Background: an optimization exercise with open tools, aiming at a short achievable clock period. Do not read the settings as production practice. Power is estimated from default activity; no workload was simulated.

==> inputs of job 9603 <==
==> flow/design.v <==
module fft_4(
        input               clk,
        input               rst_n,
        input wire signed [15:0]  x0_real,
        input wire signed [15:0]  x0_imag,
        input wire signed [15:0]  x1_real,
        input wire signed [15:0]  x1_imag,
        input wire signed [15:0]  x2_real,
        input wire signed [15:0]  x2_imag,
        input wire signed [15:0]  x3_real,
        input wire signed [15:0]  x3_imag,
        output reg signed [15:0]  X0_real,
        output reg signed [15:0]  X0_imag,
        output reg signed [15:0]  X1_real,
        output reg signed [15:0]  X1_imag,
        output reg signed [15:0]  X2_real,
        output reg signed [15:0]  X2_imag,
        output reg signed [15:0]  X3_real,
        output reg signed [15:0]  X3_imag
    );
function [15:0] add16;
    input [15:0] a;
    input [15:0] b;
    input        cin;
    reg   [15:0] g, p, gg, pp;
    integer i, d;
    begin
        g = a & b;
        p = a ^ b;
        gg = g;
        pp = p;
        gg[0] = g[0] | (p[0] & cin);
        for (d = 1; d < 16; d = d * 2)
            for (i = 15; i >= d; i = i - 1) begin
                gg[i] = gg[i] | (pp[i] & gg[i-d]);
                pp[i] = pp[i] & pp[i-d];
            end
        add16 = p ^ {gg[14:0], cin};
    end
endfunction
reg [15:0] a0_real, a0_imag, a1_real, a1_imag;
reg [15:0] a2_real, a2_imag, a3_real, a3_imag;
reg [15:0] s0_real, s0_imag, s1_real, s1_imag;
reg [15:0] s2_real, s2_imag, s3_real, s3_imag;
always @(posedge clk or negedge rst_n) begin
    if (!rst_n) begin
        a0_real <= 16'h0; a0_imag <= 16'h0;
        a1_real <= 16'h0; a1_imag <= 16'h0;
        a2_real <= 16'h0; a2_imag <= 16'h0;
        a3_real <= 16'h0; a3_imag <= 16'h0;
    end else begin
        a0_real <= x0_real; a0_imag <= x0_imag;
        a1_real <= x1_real; a1_imag <= x1_imag;
        a2_real <= x2_real; a2_imag <= x2_imag;
        a3_real <= x3_real; a3_imag <= x3_imag;
    end
end
always @(posedge clk or negedge rst_n) begin
    if (!rst_n) begin
        s0_real <= 16'h0; s0_imag <= 16'h0;
        s1_real <= 16'h0; s1_imag <= 16'h0;
        s2_real <= 16'h0; s2_imag <= 16'h0;
        s3_real <= 16'h0; s3_imag <= 16'h0;
    end else begin
        s0_real <= add16(a0_real, a1_real, 1'b0);
        s0_imag <= add16(a0_imag, a1_imag, 1'b0);
        s1_real <= add16(a0_real, ~a1_real, 1'b1);
        s1_imag <= add16(a0_imag, ~a1_imag, 1'b1);
        s2_real <= add16(a2_real, a3_real, 1'b0);
        s2_imag <= add16(a2_imag, a3_imag, 1'b0);
        s3_real <= add16(a2_real, ~a3_real, 1'b1);
        s3_imag <= add16(a2_imag, ~a3_imag, 1'b1);
    end
end
always @(posedge clk or negedge rst_n) begin
    if (!rst_n) begin
        X0_real <= 16'h0; X0_imag <= 16'h0;
        X1_real <= 16'h0; X1_imag <= 16'h0;
        X2_real <= 16'h0; X2_imag <= 16'h0;
        X3_real <= 16'h0; X3_imag <= 16'h0;
    end else begin
        X0_real <= add16(s0_real, s2_real, 1'b0);
        X0_imag <= add16(s0_imag, s2_imag, 1'b0);
        X2_real <= add16(s0_real, ~s2_real, 1'b1);
        X2_imag <= add16(s0_imag, ~s2_imag, 1'b1);
        X1_real <= add16(s1_real, s3_imag, 1'b0);
        X1_imag <= add16(s1_imag, ~s3_real, 1'b1);
        X3_real <= add16(s1_real, ~s3_imag, 1'b1);
        X3_imag <= add16(s1_imag, s3_real, 1'b0);
    end
end
endmodule
==> flow/run.sh <==
#!/bin/bash
# synth_recipe.tcl (not shown) runs the flow's synth.tcl, then flattens the netlist and writes it again
# the make line also repeats each setting of config.mk as NAME=value (left out here)
make -C /OpenROAD-flow-scripts/flow DESIGN_CONFIG=/design/flow/config.mk WORK_HOME=/design/flow/orfs CLKGATE_MAP_FILE= SYNTH_SCRIPT=/design/flow/synth_recipe.tcl finish
==> flow/config.mk <==
export PLATFORM = sky130hd
export DESIGN_NAME = fft_4
export DESIGN_NICKNAME = fft_4
export VERILOG_FILES = /design/flow/design.v
export SDC_FILE = /design/flow/constraint.sdc
export NUM_CORES = 4
export LEC_CHECK = 0
export CAP_MARGIN = 20
export CORE_MARGIN = 2
export CORE_UTILIZATION = 40
export SETUP_SLACK_MARGIN = 2.2
export SLEW_MARGIN = 20
==> flow/constraint.sdc <==
create_clock -name core_clock -period 3.5 [get_ports {clk}]
set_input_delay 0.7000 -clock core_clock [delete_from_list [all_inputs] [get_ports {clk}]]
set_output_delay 0.7000 -clock core_clock [all_outputs]
set_load 0.01 [all_outputs]
==> job 9092: changes against job 9603 <==
ABC_CLOCK_PERIOD_IN_PS = 1200   (was default)
==> job 2809: changes against job 9603 <==
--- a/flow/design.v
+++ b/flow/design.v
@@ -20,22 +20,2 @@
     );
-function [15:0] add16;
-    input [15:0] a;
-    input [15:0] b;
-    input        cin;
-    reg   [15:0] g, p, gg, pp;
-    integer i, d;
-    begin
-        g = a & b;
-        p = a ^ b;
-        gg = g;
-        pp = p;
-        gg[0] = g[0] | (p[0] & cin);
-        for (d = 1; d < 16; d = d * 2)
-            for (i = 15; i >= d; i = i - 1) begin
-                gg[i] = gg[i] | (pp[i] & gg[i-d]);
-                pp[i] = pp[i] & pp[i-d];
-            end
-        add16 = p ^ {gg[14:0], cin};
-    end
-endfunction
 reg [15:0] a0_real, a0_imag, a1_real, a1_imag;
@@ -64,10 +44,10 @@
     end else begin
-        s0_real <= add16(a0_real, a1_real, 1'b0);
-        s0_imag <= add16(a0_imag, a1_imag, 1'b0);
-        s1_real <= add16(a0_real, ~a1_real, 1'b1);
-        s1_imag <= add16(a0_imag, ~a1_imag, 1'b1);
-        s2_real <= add16(a2_real, a3_real, 1'b0);
-        s2_imag <= add16(a2_imag, a3_imag, 1'b0);
-        s3_real <= add16(a2_real, ~a3_real, 1'b1);
-        s3_imag <= add16(a2_imag, ~a3_imag, 1'b1);
+        s0_real <= a0_real + a1_real;
+        s0_imag <= a0_imag + a1_imag;
+        s1_real <= a0_real - a1_real;
+        s1_imag <= a0_imag - a1_imag;
+        s2_real <= a2_real + a3_real;
+        s2_imag <= a2_imag + a3_imag;
+        s3_real <= a2_real - a3_real;
+        s3_imag <= a2_imag - a3_imag;
     end
@@ -81,10 +61,10 @@
     end else begin
-        X0_real <= add16(s0_real, s2_real, 1'b0);
-        X0_imag <= add16(s0_imag, s2_imag, 1'b0);
-        X2_real <= add16(s0_real, ~s2_real, 1'b1);
-        X2_imag <= add16(s0_imag, ~s2_imag, 1'b1);
-        X1_real <= add16(s1_real, s3_imag, 1'b0);
-        X1_imag <= add16(s1_imag, ~s3_real, 1'b1);
-        X3_real <= add16(s1_real, ~s3_imag, 1'b1);
-        X3_imag <= add16(s1_imag, s3_real, 1'b0);
+        X0_real <= s0_real + s2_real;
+        X0_imag <= s0_imag + s2_imag;
+        X2_real <= s0_real - s2_real;
+        X2_imag <= s0_imag - s2_imag;
+        X1_real <= s1_real + s3_imag;
+        X1_imag <= s1_imag - s3_real;
+        X3_real <= s1_real - s3_imag;
+        X3_imag <= s1_imag + s3_real;
     end
SETUP_SLACK_MARGIN = default   (was 2.2)
==> job 4957: changes against job 9603 <==
--- a/flow/design.v
+++ b/flow/design.v
@@ -20,22 +20,2 @@
     );
-function [15:0] add16;
-    input [15:0] a;
-    input [15:0] b;
-    input        cin;
-    reg   [15:0] g, p, gg, pp;
-    integer i, d;
-    begin
-        g = a & b;
-        p = a ^ b;
-        gg = g;
-        pp = p;
-        gg[0] = g[0] | (p[0] & cin);
-        for (d = 1; d < 16; d = d * 2)
-            for (i = 15; i >= d; i = i - 1) begin
-                gg[i] = gg[i] | (pp[i] & gg[i-d]);
-                pp[i] = pp[i] & pp[i-d];
-            end
-        add16 = p ^ {gg[14:0], cin};
-    end
-endfunction
 reg [15:0] a0_real, a0_imag, a1_real, a1_imag;
@@ -64,10 +44,10 @@
     end else begin
-        s0_real <= add16(a0_real, a1_real, 1'b0);
-        s0_imag <= add16(a0_imag, a1_imag, 1'b0);
-        s1_real <= add16(a0_real, ~a1_real, 1'b1);
-        s1_imag <= add16(a0_imag, ~a1_imag, 1'b1);
-        s2_real <= add16(a2_real, a3_real, 1'b0);
-        s2_imag <= add16(a2_imag, a3_imag, 1'b0);
-        s3_real <= add16(a2_real, ~a3_real, 1'b1);
-        s3_imag <= add16(a2_imag, ~a3_imag, 1'b1);
+        s0_real <= a0_real + a1_real;
+        s0_imag <= a0_imag + a1_imag;
+        s1_real <= a0_real - a1_real;
+        s1_imag <= a0_imag - a1_imag;
+        s2_real <= a2_real + a3_real;
+        s2_imag <= a2_imag + a3_imag;
+        s3_real <= a2_real - a3_real;
+        s3_imag <= a2_imag - a3_imag;
     end
@@ -81,10 +61,10 @@
     end else begin
-        X0_real <= add16(s0_real, s2_real, 1'b0);
-        X0_imag <= add16(s0_imag, s2_imag, 1'b0);
-        X2_real <= add16(s0_real, ~s2_real, 1'b1);
-        X2_imag <= add16(s0_imag, ~s2_imag, 1'b1);
-        X1_real <= add16(s1_real, s3_imag, 1'b0);
-        X1_imag <= add16(s1_imag, ~s3_real, 1'b1);
-        X3_real <= add16(s1_real, ~s3_imag, 1'b1);
-        X3_imag <= add16(s1_imag, s3_real, 1'b0);
+        X0_real <= s0_real + s2_real;
+        X0_imag <= s0_imag + s2_imag;
+        X2_real <= s0_real - s2_real;
+        X2_imag <= s0_imag - s2_imag;
+        X1_real <= s1_real + s3_imag;
+        X1_imag <= s1_imag - s3_real;
+        X3_real <= s1_real - s3_imag;
+        X3_imag <= s1_imag + s3_real;
     end
ABC_CLOCK_PERIOD_IN_PS = 1200   (was default)
==> results by group <==
Synthesis
  – Multiplexer share of the synthesized area: 0%
  – Synth Area per Inst: 10.4 um^2

Clock tree
  – Setup Fix Bufs, Post-CTS: 187

Global routing
  – First-pass GRT wire length: 88,200 um

Layout
  – Multi-input logic portion of the cell area: 43.9%

Detailed routing
  – Wirelength, routed: 58,600 um

STA
  – Final worst setup slack: 1.07 ns

Outcome
  – Outcome: no timing/DRC/antenna violations

Die
  – TAP cells: 680
-- figures above: job 9092

==> results by group <==
Detailed routing
  – Wirelength, routed: 58,600 um

Clock tree
  – Setup Fix Bufs, Post-CTS: 187
  – Cts hold-fix bufs: 0

Setup path
  – Crit-path cells: ha_2, fa_2, a21oi_4, o21ai_2, a21oi_4, o22ai_2, o41a_1, or4_1, nand3_1

Outcome
  – Outcome: no timing/DRC/antenna violations

Layout
  – Util after Layout: 61.0%
  – Multi-input logic portion of the cell area: 43.9%

STA
  – Final worst setup slack: 1.07 ns

Die
  – TAP cells: 680
-- figures above: job 9603

==> results by group <==
Clock tree
  – Max Buffers Root-to-Sink: 3
  – Setup Fix Bufs, Post-CTS: 144
  – Post-CTS sizing: 903

Synthesis
  – Synth Area per Inst: 10.1 um^2
  – Number of flops mapped to enable cells by yosys: 0
  – Cell count after synthesis: 2,093

Layout
  – Storage cell area: 0.00943 mm^2

Global routing
  – First-pass GRT wire length: 90,300 um

STA
  – Final worst setup slack: 1.02 ns

Detailed routing
  – Wirelength, routed: 60,000 um
  – Routed wl met3: 2350 um
  – Drt wl/cell: 18.4 um

Die
  – TAP cells: 688

Outcome
  – Outcome: no timing/DRC/antenna violations

Power
  – Lkg Pwr: 13.6 nW
-- figures above: job 4957

==> results by group <==
Outcome
  – Outcome: no timing/DRC/antenna violations

Global routing
  – First-pass GRT wire length: 84,200 um

Layout
  – Storage cell area: 0.00941 mm^2
  – Multi-input logic portion of the cell area: 40.5%
  – Final net count: 2,706

Clock tree
  – Setup Fix Bufs, Post-CTS: 0

Synthesis
  – Multiplexer share of the synthesized area: 0.142%
  – Synth Area per Inst: 10.1 um^2
  – Largest family of logic cells by synthesized area: adder cells

STA
  – Tmin final: 2.84 ns
  – Final worst setup slack: 0.656 ns
  – Unrepaired setup endpoints after global routing: false

Die
  – TAP cells: 688

Power
  – Seq pwr: 6.11 mW

Detailed routing
  – Wirelength, routed: 53,600 um
-- figures above: job 2809

Function was not checked in any run of this note: the RTL went through the layout flow alone.

afterwards: timing with drivers on the ports:
How much do the figures lean on ideal ports? The routed layouts below were timed once more, with nothing changed but the port constraints. Step 1 assumes that a clkbuf_16 drives the clock port and a buf_2 every other input. Step 2, shift: input delay + t, output delay - t, t = (earliest + latest rising clock arrival at the registers) / 2. This alone moves slack from input paths to output paths. Three values: ideal ports, drivers, drivers and shift; two values: the first two.
run	t (ns)	slack for setup (ns)	worst setup path at the end	worst slew at a driven data input, ns	cell pins on the clock port's net
job 9603	0.623	1.070 / 1.070 / 1.070	register to register	0.05	1
job 9092	0.623	1.070 / 1.070 / 1.070	register to register	0.05	1
job 2809	0.618	0.656 / 0.656 / 0.656	register to register	0.07	1
job 4957	0.621	1.015 / 1.015 / 1.015	register to register	0.07	1
After both steps setup and hold are still met in every run listed.
